This design comes from an exercise in tuning for small area on the open sky130 flow, not from production work. Only simulation tests tie the RTL to the original design; equivalence was not proved.

## flow/design.v (module list and top-level ports; edited modules follow where they fit)
// module ha: 4 lines
// module fa: 4 lines
// module booth_enc: 9 lines
// module mac_col1: 1106 lines
// module mac_col2: 980 lines
// module mac_col3: 980 lines
// module top: 139 lines
module top(input clk,
           input rst_n,
           input weight_select,
           input [7:0] fmaps_in1,
           input [7:0] fmaps_in2,
           input [7:0] fmaps_in3,
           input [7:0] fmaps_in4,
           input [7:0] fmaps_in5,
           input [7:0] fmaps_in6,
           input [7:0] fmaps_in7,
           input [7:0] weight_in1,
           input [7:0] weight_in2,
           input [7:0] weight_in3,
           input [7:0] weight_in4,
           input [7:0] weight_in5,
           output [1:0] cs,
           output [1:0] we,
           output [4:0] fmaps_addr,
           output [5:0] weight_addr,
           output valid,
           output signed [20:0] acc);
  // ...
==> flow/run.sh <==
#!/bin/bash
# synth_recipe.tcl (not shown) runs the flow's synth.tcl, then flattens the netlist and writes it again
# the make line also repeats each setting of config.mk as NAME=value (left out here)
make -C /OpenROAD-flow-scripts/flow DESIGN_CONFIG=/design/flow/config.mk WORK_HOME=/design/flow/orfs CLKGATE_MAP_FILE= SYNTH_SCRIPT=/design/flow/synth_recipe.tcl finish
==> flow/config.mk <==
export PLATFORM = sky130hd
export DESIGN_NAME = top
export DESIGN_NICKNAME = top
export VERILOG_FILES = /design/flow/design.v
export SDC_FILE = /design/flow/constraint.sdc
export NUM_CORES = 4
export LEC_CHECK = 0
export CAP_MARGIN = 20
export CORE_MARGIN = 2
export CORE_UTILIZATION = 65
export SLEW_MARGIN = 20
export SYNTH_HIERARCHICAL = 1
export SYNTH_MINIMUM_KEEP_SIZE = 0
==> flow/constraint.sdc <==
create_clock -name core_clock -period 7.0 [get_ports {clk}]
set_input_delay 1.4000 -clock core_clock [delete_from_list [all_inputs] [get_ports {clk}]]
set_output_delay 1.4000 -clock core_clock [all_outputs]
set_load 0.01 [all_outputs]
==> impl_results.md, run 1 <==
* Result of the run: timing/DRC/antenna clean
* Post-Synth XOR/XNOR Area at 0.148
* Critical path buffers and inverters at 3
* Critical Path Slowest Stage Cell: sky130_fd_sc_hd__clkdlybuf4s50_1
* Synth Cell Area at 0.0343 mm²
* Final core occ at 0.743
* Maximum cell stage delay along the critical path at 0.54 ns
* Sum of routed wire segments on met1 at 41000 µm
* Number of antenna violations at the first check in global routing at 6
* Slew margin rel. at 0.233
* Fillers at 3459
* Area fraction in compound gates after synthesis at 0.133
* Multi-input combinational area share at 0.649
* Crit. path cell count at 18
* # nets final at 3977
* Launching instance or port of the critical path: weight_in1[3]
* Worst slack at placement at -0.263 ns
* Most area-hungry cell class in the final design: multi-input gates
* Top area cells in the synthesized netlist: sky130_fd_sc_hd__fa_1 (33%), sky130_fd_sc_hd__dfxtp_1 (16%), sky130_fd_sc_hd__xnor2_1 (12%)
* RSZ-0062 raised after global routing: false
* Number of placed cells counting well taps at 3845
* Fraction of the mapped netlist area in simple logic gates at 0.0601
* Cell count of the worst hold path at 0
* Row count at 84
* Global Route met2 Usage at 0.705
* Worst path required time at 7.50 ns
* Adder-cell area share of the yosys netlist at 0.374
* Setup Skew at 0.0652 ns
==> run 2, diff against run 1 <==
==> flow/flow/run.sh (new file) <==
#!/bin/bash
# The standard synthesis and layout (the standard.sh), with one change:
# the input and output ports are buffered with sky130_fd_sc_hd__buf_1
# instead of the placer's default buffer cell.  Each step's output goes to a
# log file of its own in this folder.
set -euo pipefail
bash standard.sh synth > synth.log 2>&1
export BUFFER_PORTS_ARGS="-buffer_cell sky130_fd_sc_hd__buf_1"
bash standard.sh finish > layout.log 2>&1
==> flow/standard.sh (new file) <==
#!/bin/bash
# synth_recipe.tcl (not shown) runs the flow's synth.tcl, then flattens the netlist and writes it again
# the make line also repeats each setting of config.mk as NAME=value (left out here)
make -C /OpenROAD-flow-scripts/flow DESIGN_CONFIG=/design/flow/config.mk WORK_HOME=/design/flow/orfs CLKGATE_MAP_FILE= SYNTH_SCRIPT=/design/flow/synth_recipe.tcl "${@:-finish}"
removed: flow/run.sh
==> impl_results.md, run 2 <==
* Result of the run: timing/DRC/antenna clean (unchanged)
* Worst Setup End Kind: flop (unchanged)
* Met1 Track Usage GR at 0.554 (was 0.549)
* Height of the chip at 234 µm (unchanged)
* Least-Margin Pin Slew at 0.917 ns (was 1.14 ns)
* RSZ-0062 raised after global routing: false (unchanged)
* Worst EP arrival at 7.22 ns (was 7.24 ns)
* Cell count of the worst hold path at 0 (unchanged)
* CTS Buf Count at 37 (was 38)
* Commonest cells in the netlist: sky130_fd_sc_hd__fa_1 (573), sky130_fd_sc_hd__xnor2_1 (485), sky130_fd_sc_hd__a22oi_1 (393), sky130_fd_sc_hd__clkbuf_1 (280), sky130_fd_sc_hd__dfxtp_1 (267) (unchanged)
* Avg WL per Cell at 31.9 µm (was 31.4 µm)
* Maximum cell stage delay along the critical path at 0.54 ns (about the same)
* Residual overflow from global routing at 0 (unchanged)
* Primary flip-flop cell chosen by synthesis mapping: sky130_fd_sc_hd__dfxtp_1 (unchanged)
* Number of vias per cell after detailed routing at 6.80 (was 6.76)
* Number of cells produced by synthesis at 3073 (unchanged)
* Synthesized area divided by synthesized cell count at 11.2 µm² (unchanged)
* # nets final at 3907 (was 3977)
* Top area cells in the synthesized netlist: sky130_fd_sc_hd__fa_1 (33%), sky130_fd_sc_hd__dfxtp_1 (16%), sky130_fd_sc_hd__xnor2_1 (12%) (unchanged)
* Row count at 84 (unchanged)
* H-tree lvl count at 2 (unchanged)
* Number of antenna violations at the first check in global routing at 6 (unchanged)
* Achievable Freq at 0.148 GHz (about the same)
* Critical Path Fanout Max at 19 (was 4)
* Gates resized, CTS repair at 0 (unchanged)
* Top Ports at 136 (unchanged)
* Number of enable-type register cells in the synthesized netlist at 0 (unchanged)
* Yosys top cell by area: sky130_fd_sc_hd__fa_1 (unchanged)
* Worst path required time at 7.48 ns (was 7.50 ns)
* CP startpoint kind: flop (was input pin)
* Post CTS Setup Buffer Count at 0 (unchanged)
* Worst Min Path Start: w4_2[7] (was w4_2[2])
* Number of sinks handled by clock tree synthesis at 362 (unchanged)
* Clock latency at the later pin of the worst-skew pair at 0.65 ns (was 0.62 ns)
* Number of remaining DRC errors at 0 (unchanged)
* Via count of the first global-routing pass at 28400 (about the same)
* Met3 GRT Util at 0.157 (was 0.172)
* Distinct cells, synth at 71 (unchanged)
* Area fraction of the dominant cell type after synthesis at 0.334 (unchanged)
* Max-slew violation total from the final report at 0 (unchanged)
* Path class of the lowest-slack min-delay path: flop to flop (unchanged)
* Layout Area Growth over Synthesis at 9.23% (was 13.3%)
* Die area at 0.0547 mm² (unchanged)
* Clock tree from TritonCTS: built (unchanged)
* CTS Root Buffer Type: sky130_fd_sc_hd__clkbuf_16 (unchanged)
* Hold Violations, Final at 0 (unchanged)
* Total core area at 0.0523 mm² (unchanged)
* Most repeated cell in the gate-level netlist after synthesis: sky130_fd_sc_hd__fa_1 (unchanged)
* Maximum capacitance violations at 0 (unchanged)
* Share of flip-flops with an asynchronous set or reset after synthesis at 0.262 (unchanged)
* Post-synthesis sequential area ratio at 0.225 (unchanged)
* Pin count of the biggest net entering global routing at 71 (was 90)
* Synth Cell Area at 0.0343 mm² (unchanged)
* Cell breakdown of the critical path: xor2_2, buf_4, a22oi_1, xnor2_1, fa_1, fa_1, fa_1, fa_1, fa_1, fa_1, ha_1, o21a_1, nor2_1, a2111oi_2, or4_1, a31o_1, a21oi_2, xnor2_1 (was clkdlybuf4s50_1, buf_4, buf_4, and2_1, fa_1, fa_1, fa_1, fa_1, fa_1, fa_1, fa_1, ha_1, a21oi_1, o21ai_0, or4_1, a31o_1, a21oi_2, xnor2_1)
* Layout cells sized above 1 at 0.121 (was 0.141)
* Clock-pin slew on the worst setup and hold paths at 0.07 ns (about the same)
* Horizontal die dimension at 234 µm (unchanged)
* Worst Reg-to-Reg Cells at 18 (was 19)
* First-pass GRT wire length at 181000 µm (was 182000 µm)
* Highest-utilization routing layer at the global route stage: met2 (unchanged)
* Launching instance or port of the critical path: w3_2[2] (was weight_in1[3])
* Global Route met2 Usage at 0.713 (was 0.705)
* Slew margin rel. at 0.388 (was 0.233)
* Sum of routed wire length over all layers at 123000 µm (about the same)
* Register bit total from synthesis at 362 (unchanged)
* HPWL after detailed placement at 91200 µm (was 93200 µm)
* Reg-to-Reg Start: w3_2[2] (was w3_2[3])
* Critical Path Most Common Cell: sky130_fd_sc_hd__fa_1 (unchanged)
* Critical Path Slowest Stage Cell: sky130_fd_sc_hd__xor2_2 (was sky130_fd_sc_hd__clkdlybuf4s50_1)
* Commonest cells after routing, fill and taps aside: sky130_fd_sc_hd__fa_1 (573), sky130_fd_sc_hd__xnor2_1 (485), sky130_fd_sc_hd__a22oi_1 (393) (unchanged)
* Clock buffer depth at 3 (unchanged)
* GR Util All Layers at 0.466 (about the same)
* Critical setup path kind: flop to flop (was input pin to flop)
* # diodes at 0 (was 4)
* Final Setup Violations at 0 (unchanged)
* Drt first-iter violations at 3339 (was 3378)
* Via count of the routed design at 26100 (was 26500)
* GPL Wtd Cong at 1.09 (was 1.16)
* Cts-stage hold buffer count at 0 (unchanged)
* Crit share post-route at 0.962 (was 0.964)
* Minimum period implied by the final worst setup slack at 6.74 ns (was 6.75 ns)
* Length of the first detailed-routing pass in iterations at 6 (was 8)
* Number of routed nets with antenna violations at 0 (unchanged)
* YS warnings at 7 (unchanged)
* Final worst hold slack at 0.275 ns (was 0.287 ns)
* Most frequent standard cell in the layout excluding fill and tap cells: sky130_fd_sc_hd__fa_1 (unchanged)
* Setup Skew at 0.0934 ns (was 0.0652 ns)
* Effective utilization at floorplan at 0.656 (unchanged)
* Number of port buffers at 133 (unchanged)
[run 2: final cells by class]
type | count | area, µm²
clock buffer | 49 | 1040
tap | 688 | 861
clock inverter | 16 | 235
multi-input combinational | 2350 | 25200
timing repair buffer | 342 | 2230
inverter | 34 | 128
fill | 3585 | 14800
sequential | 362 | 7750
[run 2: critical path: cells and delay by family (launching register included)]
kind | cells | cell delay, ns
xor gates and xnor gates | 3 | 0.96
buffers and inverters | 1 | 0.43
AOI/OAI and AO/OA | 5 | 0.86
DFF | 1 | 0.38
adders and majority gates | 7 | 3.30
and+or+nand+nor | 2 | 0.62
[run 2: logic make-up after synthesis]
| logic type | after synthesis | synth area share |
|---|---|---|
| AND/OR/NAND/NOR | 387 | 0.0601 |
| XOR/XNOR | 580 | 0.148 |
| AO/OA/AOI/OAI | 650 | 0.133 |
| buffers and inverters | 362 | 0.0442 |
| adder cells (fa/ha/maj) | 681 | 0.374 |
| other | 2 | 0.000219 |
| flip-flops | 362 | 0.225 |
| multiplexers | 49 | 0.0159 |
[run 2: metrics by stage]
step / cells / instance area (µm²) / utilization / setup TNS (ns) / setup WS (ns)
final: 3841 / 37500 / 0.716 / 0 / 0.264
after global routing: 3841 / 37500 / 0.716 / 0 / 0.0415
after CTS: 3840 / 37500 / 0.716 / 0 / 0.341
after detailed placement: 3775 / 36200 / 0.691 / -0.0316 / -0.0185
after global placement: 3775 / 36200 / 0.691 / 0 / 0.126
after floorplan: 3074 / 34300 / - / 0 / 0.554
[run 2: path summary, 6_finish.rpt]
check | to | slack, ns
max in group asynchronous | x6_2[0] | 5.08
min | w4_3[7] | 0.27
max | s1[16] | 0.26
max reg2reg | s1[16] | 0.26
min reg2reg | w4_3[7] | 0.27
min in group asynchronous | x7_1[5] | 0.78
[run 2: Yosys stat by module, one instance, submodules excluded]
module     cell area (µm²)  flops+latches  times used  cells
mac_col1              3810              0           1    553
fa                    20.0              0         570      1
top                   9580            362           1    632
ha                    12.5              0          48      1
booth_enc              124              0           6     18
mac_col3              4080              0           1    570
mac_col2              4100              0           1    592
[run 2: per-layer routing]
metal	part of all wire	routed length [µm]
met1	0.34	41300
met2	0.45	54700
met3	0.13	15800
met4	0.087	10700
met5	0.00039	48
==> run 3, diff against run 2 <==
==> flow/flow/run.sh (replaced) <==
#!/bin/bash
# The standard synthesis and layout (the standard.sh), with two changes:
# the input and output ports are buffered with sky130_fd_sc_hd__buf_1
# instead of the placer's default buffer cell, and clock tree synthesis
# uses larger sink clusters and no dummy loads.  Each step's output goes to
# a log file of its own in this folder.
set -euo pipefail
bash standard.sh synth > synth.log 2>&1
export BUFFER_PORTS_ARGS="-buffer_cell sky130_fd_sc_hd__buf_1"
export CTS_ARGS="-sink_clustering_enable -repair_clock_nets -dont_use_dummy_load -sink_clustering_size 30 -sink_clustering_max_diameter 100"
bash standard.sh finish > layout.log 2>&1
==> impl_results.md, run 3 <==
* Result of the run: timing/DRC/antenna clean (unchanged)
* Cell breakdown of the critical path: nand3b_1, o21ai_2, buf_4, a22oi_1, xnor2_1, fa_1, fa_1, fa_1, fa_1, fa_1, fa_1, fa_1, ha_1, and2_1, a221oi_4, o21bai_1, a21oi_1, xnor2_1 (was xor2_2, buf_4, a22oi_1, xnor2_1, fa_1, fa_1, fa_1, fa_1, fa_1, fa_1, ha_1, o21a_1, nor2_1, a2111oi_2, or4_1, a31o_1, a21oi_2, xnor2_1)
* Crit. path cell count at 18 (unchanged)
* Least-Margin Pin Slew at 1.05 ns (was 0.917 ns)
* Worst reg2reg setup slack at 0.24 ns (was 0.26 ns)
* Critical Path Most Common Cell: sky130_fd_sc_hd__fa_1 (unchanged)
* Most frequent standard cell in the layout excluding fill and tap cells: sky130_fd_sc_hd__fa_1 (unchanged)
* Worst Reg-to-Reg Cells at 18 (unchanged)
* Final Setup Violations at 0 (unchanged)
* YS warnings at 7 (unchanged)
* Area fraction of the dominant cell type after synthesis at 0.334 (unchanged)
* GR Util All Layers at 0.455 (was 0.466)
* CP startpoint kind: flop (unchanged)
* First-pass GRT wire length at 178000 µm (was 181000 µm)
* Final Worst Setup Slack at 0.236 ns (was 0.264 ns)
* Clock buffer depth at 3 (unchanged)
* Residual overflow from global routing at 0 (unchanged)
* Number of sinks handled by clock tree synthesis at 362 (unchanged)
* H-tree lvl count at 1 (was 2)
* HPWL after detailed placement at 91200 µm (unchanged)
* Via count of the routed design at 25800 (was 26100)
* CTS Buf Count at 20 (was 37)
* Hold Violations, Final at 0 (unchanged)
* Synth Cell Area at 0.0343 mm² (unchanged)
* Crit share post-route at 0.966 (was 0.962)
* Share of flip-flops with an asynchronous set or reset after synthesis at 0.262 (unchanged)
* Number of port buffers at 133 (unchanged)
* Most repeated cell in the gate-level netlist after synthesis: sky130_fd_sc_hd__fa_1 (unchanged)
* Adder-cell area share of the yosys netlist at 0.374 (unchanged)
* RSZ-0062 raised after global routing: false (unchanged)
* Effective utilization at floorplan at 0.656 (unchanged)
* Horizontal die dimension at 234 µm (unchanged)
* CTS Root Buffer Type: sky130_fd_sc_hd__clkbuf_16 (unchanged)
* Max-slew violation total from the final report at 0 (unchanged)
* Sum of routed wire length over all layers at 120000 µm (was 123000 µm)
* Clock latency at the later pin of the worst-skew pair at 0.61 ns (was 0.65 ns)
* Top Ports at 136 (unchanged)
* Pin count of the biggest net entering global routing at 71 (unchanged)
* Critical setup path kind: flop to flop (unchanged)
* Path class of the lowest-slack min-delay path: flop to flop (unchanged)
* Row count at 84 (unchanged)
* Cts-stage hold buffer count at 0 (unchanged)
* Family with the most delay on the worst path: adder cells (unchanged)
* GPL Wtd Cong at 1.09 (unchanged)
* Total core area at 0.0523 mm² (unchanged)
* Setup Skew at 0.104 ns (was 0.0934 ns)
* Maximum capacitance violations at 0 (unchanged)
* Final core occ at 0.701 (was 0.716)
* Number of antenna violations at the first check in global routing at 4 (was 6)
* Die area at 0.0547 mm² (unchanged)
* Number of enable-type register cells in the synthesized netlist at 0 (unchanged)
* # diodes at 0 (unchanged)
* Worst Setup End Kind: flop (unchanged)
* Via count of the first global-routing pass at 28000 (was 28400)
* Number of remaining DRC errors at 0 (unchanged)
* Commonest cells in the netlist: sky130_fd_sc_hd__fa_1 (573), sky130_fd_sc_hd__xnor2_1 (485), sky130_fd_sc_hd__a22oi_1 (393), sky130_fd_sc_hd__clkbuf_1 (280), sky130_fd_sc_hd__dfxtp_1 (267) (unchanged)
* Height of the chip at 234 µm (unchanged)
* Synthesized area divided by synthesized cell count at 11.2 µm² (unchanged)
* Area fraction in compound gates after synthesis at 0.133 (unchanged)
* Cell count of the worst hold path at 0 (unchanged)
* Drt first-iter violations at 3120 (was 3339)
* Commonest cells after routing, fill and taps aside: sky130_fd_sc_hd__fa_1 (573), sky130_fd_sc_hd__xnor2_1 (485), sky130_fd_sc_hd__a22oi_1 (393) (unchanged)
* Post-Synth XOR/XNOR Area at 0.148 (unchanged)
* Primary flip-flop cell chosen by synthesis mapping: sky130_fd_sc_hd__dfxtp_1 (unchanged)
* # nets final at 3889 (was 3907)
* Maximum cell stage delay along the critical path at 0.62 ns (was 0.54 ns)
* Non-Filler Instances at 3795 (was 3841)
* Achievable Freq at 0.148 GHz (about the same)
* Mux contribution to synthesized area at 0.0159 (unchanged)
* Clock tree from TritonCTS: built (unchanged)
* Yosys top cell by area: sky130_fd_sc_hd__fa_1 (unchanged)
* Combinational family with the most area after synthesis: adder cells (unchanged)
* Critical Path Fanout Max at 23 (was 19)
* Fraction of the mapped netlist area in simple logic gates at 0.0601 (unchanged)
* Layout Area Growth over Synthesis at 6.91% (was 9.23%)
* Number of cells produced by synthesis at 3073 (unchanged)
* Critical Path Slowest Stage Cell: sky130_fd_sc_hd__dfxtp_2 (was sky130_fd_sc_hd__xor2_2)
* Avg WL per Cell at 31.6 µm (was 31.9 µm)
* Fillers at 3715 (was 3585)
* Length of the first detailed-routing pass in iterations at 6 (unchanged)
* Number of placed cells counting well taps at 3775 (unchanged)
* Number of vias per cell after detailed routing at 6.80 (about the same)
* Register bit total from synthesis at 362 (unchanged)
* Number of routed nets with antenna violations at 0 (unchanged)
* Distinct cells, synth at 71 (unchanged)
* Slew margin rel. at 0.298 (was 0.388)
* Minimum period implied by the final worst setup slack at 6.76 ns (was 6.74 ns)
* Post-synthesis sequential area ratio at 0.225 (unchanged)
* Layout cells sized above 1 at 0.110 (was 0.121)
* Worst path required time at 7.51 ns (was 7.48 ns)
* Clock-pin slew on the worst setup and hold paths at 0.11 ns (was 0.07 ns)
* Worst slack at placement at -0.0185 ns (unchanged)
* Worst EP arrival at 7.27 ns (was 7.22 ns)
* Critical path buffers and inverters at 1 (unchanged)
* Top area cells in the synthesized netlist: sky130_fd_sc_hd__fa_1 (33%), sky130_fd_sc_hd__dfxtp_1 (16%), sky130_fd_sc_hd__xnor2_1 (12%) (unchanged)
## run 3: cell counts after synthesis
Identical to the previous run, type by type.
## run 3: cells by family (layout without fill, tap and decap cells)
family,Yosys count,after routing
DFF,362,362
and+or+nand+nor,387,387
other,2,3
xor gates and xnor gates,580,580
adders and majority gates,681,681
buffers and inverters,362,395
muxes,49,49
AOI/OAI and AO/OA,650,650
## run 3: routing by layer
layer	part of all wire	GRT usage	vias to the layer above
met4	0.089	0.329	4
li1	-	-	10300
met2	0.44	0.694	2005
met1	0.34	0.545	12800
met5	0.00018	0	-
met3	0.13	0.150	689
## run 3: repair_timing
item | 4_1_cts | 5_1_grt
setup buffers | 0 | 0
resized for setup | 0 | 1
endpoints found under the setup margin | 0 | 5
## run 3: path summary, 6_finish.rpt
kind | start | endpoint
setup / recovery | w3_2[5] | s3[14]
hold / removal | s3[6] | h4[6]
setup reg to reg | w3_2[5] | s3[14]
hold reg to reg | s3[6] | h4[6]
max in group asynchronous | rst_n | faddr[4]
min in group asynchronous | rst_n | waddr1[0]
## run 3: worst reg2reg max path: stages (launching register included)
cell,delay (ns)
sky130_fd_sc_hd__dfxtp_2,0.62
sky130_fd_sc_hd__nand3b_1,0.17
sky130_fd_sc_hd__o21ai_2,0.14
sky130_fd_sc_hd__buf_4,0.38
sky130_fd_sc_hd__a22oi_1,0.31
sky130_fd_sc_hd__xnor2_1,0.31
sky130_fd_sc_hd__fa_1,0.48
sky130_fd_sc_hd__fa_1,0.45
sky130_fd_sc_hd__fa_1,0.49
sky130_fd_sc_hd__fa_1,0.41
sky130_fd_sc_hd__fa_1,0.58
sky130_fd_sc_hd__fa_1,0.46
sky130_fd_sc_hd__fa_1,0.49
sky130_fd_sc_hd__ha_1,0.40
sky130_fd_sc_hd__and2_1,0.21
sky130_fd_sc_hd__a221oi_4,0.34
sky130_fd_sc_hd__o21bai_1,0.12
sky130_fd_sc_hd__a21oi_1,0.18
sky130_fd_sc_hd__xnor2_1,0.13
## run 3: area by class of cell
| cell class | instances | area, µm² | area share |
|---|---|---|---|
| tap | 688 | 861 | 0.0235 |
| inverter | 34 | 128 | 0.00348 |
| timing repair buffer | 341 | 2210 | 0.0604 |
| sequential | 362 | 7750 | 0.211 |
| clock buffer | 20 | 500 | 0.0136 |
| multi-input combinational | 2350 | 25200 | 0.688 |
## run 3: modules after synthesis (local to each module, per instance)
| module | times used | cells | flip-flops and latches | area (µm²) |
|---|---|---|---|---|
| ha | 48 | 1 | 0 | 12.5 |
| top | 1 | 632 | 362 | 9580 |
| booth_enc | 6 | 18 | 0 | 124 |
| mac_col3 | 1 | 570 | 0 | 4080 |
| mac_col1 | 1 | 553 | 0 | 3810 |
| mac_col2 | 1 | 592 | 0 | 4100 |
| fa | 570 | 1 | 0 | 20.0 |
## run 3: metrics by stage
step                cell area (µm²)  TNS (ns)  hold slack, ns
floorplan                     34300         0           0.310
detailed placement            36200   -0.0316           0.312
finish                        36700         0           0.282
CTS                           36700         0           0.291
global route                  36700         0           0.293
global placement              36200         0           0.310
==> run 4, diff against run 3 <==
--- a/flow/config.mk
+++ b/flow/config.mk
@@ -5,9 +5,9 @@
 export SDC_FILE = /design/flow/constraint.sdc
 export NUM_CORES = 4
 export LEC_CHECK = 0
-export CAP_MARGIN = 20
+export CAP_MARGIN = 0
 export CORE_MARGIN = 2
 export CORE_UTILIZATION = 65
-export SLEW_MARGIN = 20
+export SLEW_MARGIN = 0
 export SYNTH_HIERARCHICAL = 1
 export SYNTH_MINIMUM_KEEP_SIZE = 0
==> impl_results.md, run 4 <==
* Top area cells in the synthesized netlist: sky130_fd_sc_hd__fa_1 (33%), sky130_fd_sc_hd__dfxtp_1 (16%), sky130_fd_sc_hd__xnor2_1 (12%) (unchanged)
* Distinct cells, synth at 71 (unchanged)
* Combinational family with the most area after synthesis: adder cells (unchanged)
* Clock buffer depth at 3 (unchanged)
* Number of antenna violations at the first check in global routing at 4 (unchanged)
* Number of port buffers at 133 (unchanged)
* Layout cells sized above 1 at 0.110 (unchanged)
* Met1 Track Usage GR at 0.545 (unchanged)
* Total core area at 0.0523 mm² (unchanged)
* Worst Setup End Kind: flop (unchanged)
* Critical Path Fanout Max at 23 (unchanged)
* # diodes at 0 (unchanged)
* Post-Synth XOR/XNOR Area at 0.148 (unchanged)
* Mux contribution to synthesized area at 0.0159 (unchanged)
* Achievable Freq at 0.148 GHz (unchanged)
* CTS Root Buffer Type: sky130_fd_sc_hd__clkbuf_16 (unchanged)
* Top Ports at 136 (unchanged)
* Via count of the first global-routing pass at 28000 (unchanged)
* Height of the chip at 234 µm (unchanged)
* Share of flip-flops with an asynchronous set or reset after synthesis at 0.262 (unchanged)
* Least-Margin Pin Slew at 1.05 ns (unchanged)
* Number of sinks handled by clock tree synthesis at 362 (unchanged)
* Max-slew violation total from the final report at 0 (unchanged)
* GR Util All Layers at 0.455 (unchanged)
* GPL Wtd Cong at 1.09 (unchanged)
* Via count of the routed design at 25800 (unchanged)
* Worst path required time at 7.51 ns (about the same)
* Setup Skew at 0.104 ns (unchanged)
* Primary flip-flop cell chosen by synthesis mapping: sky130_fd_sc_hd__dfxtp_1 (unchanged)
* Slew margin rel. at 0.298 (unchanged)
* Number of vias per cell after detailed routing at 6.80 (unchanged)
* Hold Violations, Final at 0 (unchanged)
* Area fraction of the dominant cell type after synthesis at 0.334 (unchanged)
* Synthesized area divided by synthesized cell count at 11.2 µm² (unchanged)
* Placed Instance Area at 0.0362 mm² (unchanged)
* Crit share post-route at 0.966 (unchanged)
* Path class of the lowest-slack min-delay path: flop to flop (unchanged)
* Clock latency at the later pin of the worst-skew pair at 0.61 ns (about the same)
* Minimum period implied by the final worst setup slack at 6.76 ns (unchanged)
* Commonest cells in the netlist: sky130_fd_sc_hd__fa_1 (573), sky130_fd_sc_hd__xnor2_1 (485), sky130_fd_sc_hd__a22oi_1 (393), sky130_fd_sc_hd__clkbuf_1 (280), sky130_fd_sc_hd__dfxtp_1 (267) (unchanged)
* Post-synthesis sequential area ratio at 0.225 (unchanged)
* Fraction of the mapped netlist area in simple logic gates at 0.0601 (unchanged)
* Critical setup path kind: flop to flop (unchanged)
* Most frequent standard cell in the layout excluding fill and tap cells: sky130_fd_sc_hd__fa_1 (unchanged)
* Clock tree from TritonCTS: built (unchanged)
* Number of enable-type register cells in the synthesized netlist at 0 (unchanged)
* Synth Cell Area at 0.0343 mm² (unchanged)
* Final std cell area, no fill at 0.0367 mm² (unchanged)
* Final Setup Violations at 0 (unchanged)
* RSZ-0062 raised after global routing: false (unchanged)
* Avg WL per Cell at 31.6 µm (unchanged)
* Sum of routed wire length over all layers at 120000 µm (unchanged)
* CTS Buf Count at 20 (unchanged)
* Met3 GRT Util at 0.150 (unchanged)
* Most repeated cell in the gate-level netlist after synthesis: sky130_fd_sc_hd__fa_1 (unchanged)
* Number of remaining DRC errors at 0 (unchanged)
* Highest-utilization routing layer at the global route stage: met2 (unchanged)
* H-tree lvl count at 1 (unchanged)
* Commonest cells after routing, fill and taps aside: sky130_fd_sc_hd__fa_1 (573), sky130_fd_sc_hd__xnor2_1 (485), sky130_fd_sc_hd__a22oi_1 (393) (unchanged)
* Die area at 0.0547 mm² (unchanged)
* First-pass GRT wire length at 178000 µm (unchanged)
* Global Route met2 Usage at 0.694 (unchanged)
* Horizontal die dimension at 234 µm (unchanged)
* Layout Area Growth over Synthesis at 6.91% (unchanged)
* Pin count of the biggest net entering global routing at 71 (unchanged)
* Maximum capacitance violations at 0 (unchanged)
* Drt first-iter violations at 3120 (unchanged)
* Clock-pin slew on the worst setup and hold paths at 0.11 ns (about the same)
* Result of the run: timing/DRC/antenna clean (unchanged)
* Worst EP arrival at 7.27 ns (about the same)
* HPWL after detailed placement at 91200 µm (unchanged)
* Number of routed nets with antenna violations at 0 (unchanged)
* YS warnings at 7 (unchanged)
* Effective utilization at floorplan at 0.656 (unchanged)
* Area fraction in compound gates after synthesis at 0.133 (unchanged)
* # nets final at 3889 (unchanged)
* Yosys top cell by area: sky130_fd_sc_hd__fa_1 (unchanged)
* Register bit total from synthesis at 362 (unchanged)
* Length of the first detailed-routing pass in iterations at 6 (unchanged)
* Adder-cell area share of the yosys netlist at 0.374 (unchanged)
* Row count at 84 (unchanged)
* CP startpoint kind: flop (unchanged)
* Number of cells produced by synthesis at 3073 (unchanged)
* Setup TNS at 0 ns (unchanged)
* Residual overflow from global routing at 0 (unchanged)
-- run 4: worst paths after layout --
kind / from / endpoint / slack (ns) / depth (start not counted)
worst max-delay path: w3_2[5] / s3[14] / 0.24 / 18
worst min-delay path: s3[6] / h4[6] / 0.28 / 0
worst max register to register: w3_2[5] / s3[14] / 0.24 / 18
worst min register to register: s3[6] / h4[6] / 0.28 / 0
max in group asynchronous: rst_n / faddr[4] / 5.08 / 2
min in group asynchronous: rst_n / waddr1[0] / 0.80 / 1
-- run 4: critical path: stages (launching register included) --
cell and delay [ns]:
sky130_fd_sc_hd__dfxtp_2 0.62, sky130_fd_sc_hd__nand3b_1 0.17, sky130_fd_sc_hd__o21ai_2 0.14, sky130_fd_sc_hd__buf_4 0.38, sky130_fd_sc_hd__a22oi_1 0.31, sky130_fd_sc_hd__xnor2_1 0.31, sky130_fd_sc_hd__fa_1 0.48, sky130_fd_sc_hd__fa_1 0.45
sky130_fd_sc_hd__fa_1 0.49, sky130_fd_sc_hd__fa_1 0.41, sky130_fd_sc_hd__fa_1 0.58, sky130_fd_sc_hd__fa_1 0.46, sky130_fd_sc_hd__fa_1 0.49, sky130_fd_sc_hd__ha_1 0.40, sky130_fd_sc_hd__and2_1 0.21, sky130_fd_sc_hd__a221oi_4 0.34
sky130_fd_sc_hd__o21bai_1 0.12, sky130_fd_sc_hd__a21oi_1 0.18, sky130_fd_sc_hd__xnor2_1 0.13
-- run 4: what timing repair did --
action / CTS / global route
buffers inserted: 0 / 0
hold buffers: 0 / 0
endpoints found under the setup margin: 0 / 5
gates resized for setup: 0 / 1
-- run 4: final cells by class --
type                       count  area, µm²
timing repair buffer         341       2210
tap                          688        861
sequential                   362       7750
multi-input combinational   2350      25200
inverter                      34        128
clock buffer                  20        500
fill                        3715      15600
-- run 4: Yosys stat by module, one instance, submodules excluded --
| module | times used | cell area (µm²) |
|---|---|---|
| top | 1 | 9580 |
| ha | 48 | 12.5 |
| mac_col3 | 1 | 4080 |
| mac_col2 | 1 | 4100 |
| mac_col1 | 1 | 3810 |
| fa | 570 | 20.0 |
| booth_enc | 6 | 124 |
-- run 4: per-stage QoR --
stage / worst slack (ns) / utilization / hold slack, ns / std cells
2_1_floorplan: 0.554 / - / 0.310 / 3074
3_3_place_gp: 0.126 / 0.691 / 0.310 / 3775
3_5_place_dp: -0.0185 / 0.691 / 0.312 / 3775
4_1_cts: 0.268 / 0.701 / 0.291 / 3795
5_1_grt: 0.0246 / 0.701 / 0.293 / 3795
6_report: 0.236 / 0.701 / 0.282 / 3795
-- run 4: metal layers --
metal  vias to the layer above  wire (µm)  part of all wire
met4                         4      10700             0.089
met5                         -         21           0.00018
met3                       689      15400              0.13
met2                      2005      53300              0.44
li1                      10300          -                 -
met1                     12800      40500              0.34
-- run 4: cells by family after synthesis --
logic type	Yosys count
AO/OA/AOI/OAI	650
buffers and inverters	362
adder cells (fa/ha/maj)	681
other	2
flip-flops	362
multiplexers	49
AND/OR/NAND/NOR	387
XOR/XNOR	580

[static timing again, ports no longer ideal]
In the flow no input, the clock included, has a driving cell. The finished layouts below were timed again as built, in two steps. Step 1 (the two cells are an assumption about what drives the block):
set clk [get_ports {clk}]
set_driving_cell -lib_cell sky130_fd_sc_hd__clkbuf_16 $clk
set_driving_cell -lib_cell sky130_fd_sc_hd__buf_2 [delete_from_list [all_inputs] $clk]
Step 2 adds t to the input delays and takes it off the output delays; t is the mean of the earliest and latest rising clock arrival at the registers after step 1. Input paths then give back, and output paths get back, about the clock's delay inside the block. a / b / c = no drivers / after step 1 / after step 2; a / b = the first two.
run	t, ns	setup slack, ns	hold WS [ns]	worst slew at a driven data input, ns
run 1	0.651	0.253 / 0.269 / -0.357	0.287 / 0.287 / 0.287	0.06
run 2	0.660	0.264 / 0.264 / -0.111	0.275 / 0.275 / 0.275	0.06
run 3	0.611	0.236 / 0.236 / -0.121	0.282 / 0.282 / 0.282	0.05
run 4	0.611	0.236 / 0.236 / -0.121	0.282 / 0.282 / 0.282	0.05
With both steps, setup timing fails in every run listed, where it was met with ideal ports. The setup slack of run 1, which loses most, moves by +0.016 ns with the drivers and by -0.610 ns with both steps.
